Context: an optimization exercise on an open-source flow, tuned for small area, a short achievable clock period and few clock cycles. The choices shown serve that exercise and are no tape-out recipe.
Only simulation tests tie the RTL to the original design; equivalence was not proved.

## cpu
module cpu (
    input  wire        CLOCK,
    input  wire        RESET,
    output wire [31:0] mem_address,
    output wire        mem_wr,
    output wire [31:0] mem_wdata,
    input  wire [31:0] mem_rdata
);
==> flow/config.mk <==
export PLATFORM = sky130hd
export DESIGN_NAME = cpu
export DESIGN_NICKNAME = cpu
export VERILOG_FILES = /design/flow/design.v
export SDC_FILE = /design/flow/constraint.sdc
export NUM_CORES = 4
export LEC_CHECK = 0
export CAP_MARGIN = 20
export CORE_MARGIN = 2
export CORE_UTILIZATION = 50
export PLACE_DENSITY = 0.65
export SLEW_MARGIN = 20
==> flow/constraint.sdc <==
create_clock -name core_clock -period 18.0 [get_ports {CLOCK}]
set_input_delay 3.6000 -clock core_clock [delete_from_list [all_inputs] [get_ports {CLOCK}]]
set_output_delay 3.6000 -clock core_clock [all_outputs]
set_load 0.01 [all_outputs]
standard.sh (not shown) runs the stock make flow with config.mk's settings and CLKGATE_MAP_FILE= SYNTH_SCRIPT=/design/flow/synth_recipe.tcl, a recipe that flattens the netlist after the stock synthesis.
==> flow/flow/run.sh <==
#!/bin/bash
# The standard layout (the standard.sh: standard synthesis, floorplan, placement,
# CTS, routing) with two changes to how it is optimised; the clock period and the
# constraints are unchanged:
#  - the setup repair is asked to leave a large slack margin, so that it sizes and
#    buffers the critical paths for a short achieved period;
#  - the input and output ports are buffered, as usual, but with buf_4 instead of the
#    slow delay cell the tool picks by itself.
# make's output goes to flow_make.log here; each ORFS step also writes its own log
# under orfs/logs/.
set -euo pipefail
bash standard.sh SETUP_SLACK_MARGIN=12.5 TNS_END_PERCENT=100 \
  "BUFFER_PORTS_ARGS=-buffer_cell sky130_fd_sc_hd__buf_4" finish > flow_make.log 2>&1
Testbench counts at the start, summed over its fixed seeds: cycles 38,149.
Next try:
==> flow/flow/run.sh (replaced) <==
#!/bin/bash
# The standard layout (the standard.sh: standard synthesis, floorplan, placement,
# CTS, routing), with the setup repair asked to leave a large slack margin so that it
# sizes and buffers the critical paths for a short achieved period. The clock period
# and the constraints are unchanged. make's output goes to flow_make.log here; each
# ORFS step also writes its own log under orfs/logs/.
set -euo pipefail
bash standard.sh SETUP_SLACK_MARGIN=12.5 TNS_END_PERCENT=100 finish > flow_make.log 2>&1
--- a/flow/config.mk
+++ b/flow/config.mk
@@ -8,5 +8,5 @@
 export CAP_MARGIN = 20
 export CORE_MARGIN = 2
-export CORE_UTILIZATION = 50
-export PLACE_DENSITY = 0.65
+export CORE_UTILIZATION = 30
+export PLACE_DENSITY = 0.45
 export SLEW_MARGIN = 20
Result:
- The new run completed with no timing, DRC or antenna violations
- wire length rises by 11%
- non-clock buffer count is higher by 62

run A:
Another version of the RTL of cpu (not shown whole).
For scale: ~0.10 mm2 of cells after synthesis.
// cpu
module cpu (
    input  wire        CLOCK,
    input  wire        RESET,
    output wire [31:0] mem_address,
    output wire        mem_wr,
    output wire [31:0] mem_wdata,
    input  wire [31:0] mem_rdata
);
clock: 18.0 ns
lec_check: 0
cap_margin: 30
core_margin: 2
core_utilization: 50
place_density: 0.65
slew_margin: 20
==> flow/flow/run.sh <==
#!/bin/bash
# The standard layout (the standard.sh: standard synthesis, floorplan, placement,
# CTS, routing) with two changes to how it is optimised; the clock period and the
# constraints are unchanged:
#  - the setup repair is asked to leave a large slack margin, so that it sizes and
#    buffers the critical paths for a short achieved period;
#  - the input and output ports are buffered, as usual, but with buf_4 instead of the
#    slow delay cell the tool picks by itself.
# make's output goes to flow_make.log here; each ORFS step also writes its own log
# under orfs/logs/.
set -euo pipefail
bash standard.sh SETUP_SLACK_MARGIN=13 TNS_END_PERCENT=100 \
  "BUFFER_PORTS_ARGS=-buffer_cell sky130_fd_sc_hd__buf_4" finish > flow_make.log 2>&1
Testbench counts of run A, summed over its fixed seeds: cycles 38,149.
Input-level comparison between run B and run A:
diff --git a/flow/flow/run.sh b/flow/flow/run.sh
--- a/flow/flow/run.sh
+++ b/flow/flow/run.sh
@@ -11,3 +11,3 @@
 set -euo pipefail
-bash standard.sh SETUP_SLACK_MARGIN=13 TNS_END_PERCENT=100 \
+bash standard.sh SETUP_SLACK_MARGIN=13.4 TNS_END_PERCENT=100 \
   "BUFFER_PORTS_ARGS=-buffer_cell sky130_fd_sc_hd__buf_4" finish > flow_make.log 2>&1
diff --git a/flow/config.mk b/flow/config.mk
--- a/flow/config.mk
+++ b/flow/config.mk
@@ -7,2 +7,3 @@
 export LEC_CHECK = 0
+export ABC_AREA = 1
 export CAP_MARGIN = 30
## What came out
- A worst setup path endpoint of maddr[22] is what run B shows, while nfl[1] belongs to run A.
- Every stage of run B finished as expected; the final checks, on the other hand, flagged slew limit, which means the layout fails.
- Register fraction of the total cell area, run A and run B: lower on run B
- Max area added between synthesis and finish across run A and run B: run B
- Diff run A -> run B: data required time of the critical path increased 0.03 ns; post-cts repair resize count now larger.
- Maximum frequency, run B vs run A: up by a few percent
- Die area | run B > run A
Setup changes, run B to run C
diff --git a/flow/flow/run.sh b/flow/flow/run.sh
--- a/flow/flow/run.sh
+++ b/flow/flow/run.sh
@@ -11,3 +11,3 @@
 set -euo pipefail
-bash standard.sh SETUP_SLACK_MARGIN=13.4 TNS_END_PERCENT=100 \
+bash standard.sh SETUP_SLACK_MARGIN=13 TNS_END_PERCENT=100 \
   "BUFFER_PORTS_ARGS=-buffer_cell sky130_fd_sc_hd__buf_4" finish > flow_make.log 2>&1
==> results.txt <==
Cmp run C vs run B: number of clock buffers in the layout higher in run C. Per the final summary, run C finished and its layout is clean on timing, DRC and antenna. As of run C, non-clock buffer count had fallen by more than 10% compared to run B. Fmax deteriorates in run C relative to run B.

==> re-timing with driven ports <==
The flow's constraints put no driver on any port. The routed layouts listed below were extracted and timed again, unchanged, in two steps. Step 1 (the two cells are an assumption about what drives the block):
set clk [get_ports {CLOCK}]
set_driving_cell -lib_cell sky130_fd_sc_hd__clkbuf_16 $clk
set_driving_cell -lib_cell sky130_fd_sc_hd__buf_2 [delete_from_list [all_inputs] $clk]
Step 2 moves the port delays by t, midway between the first and last clock arrival at a register: inputs arrive t later, outputs are due t later. That takes back most of the time a late clock gives input paths. a / b / c = ideal ports / drivers / drivers and shift; a / b = the first two.
run | t, ns | setup WS [ns] | worst setup path at the end | latest minus earliest clock arrival (ns) | worst slew at a driven data input, ns
the first run of note 1 | 0.949 | 12.324 / 12.324 / 11.573 | input to register | 0.061 / 0.061 | 0.04
the second run of note 1 | 0.990 | 12.389 / 12.421 / 11.467 | input to register | 0.062 / 0.061 | 0.04
run A | 0.919 | 12.702 / 12.702 / 12.208 | input to register | 0.074 / 0.074 | 0.04
run B | 0.961 | 12.856 / 12.856 / 12.394 | input to register | 0.065 / 0.065 | 0.04
run C | 0.958 | 12.773 / 12.773 / 12.215 | input to register | 0.064 / 0.064 | 0.09
The setup slack of the second run of note 1, which loses most, moves by +0.032 ns with the drivers and by -0.922 ns with both steps.
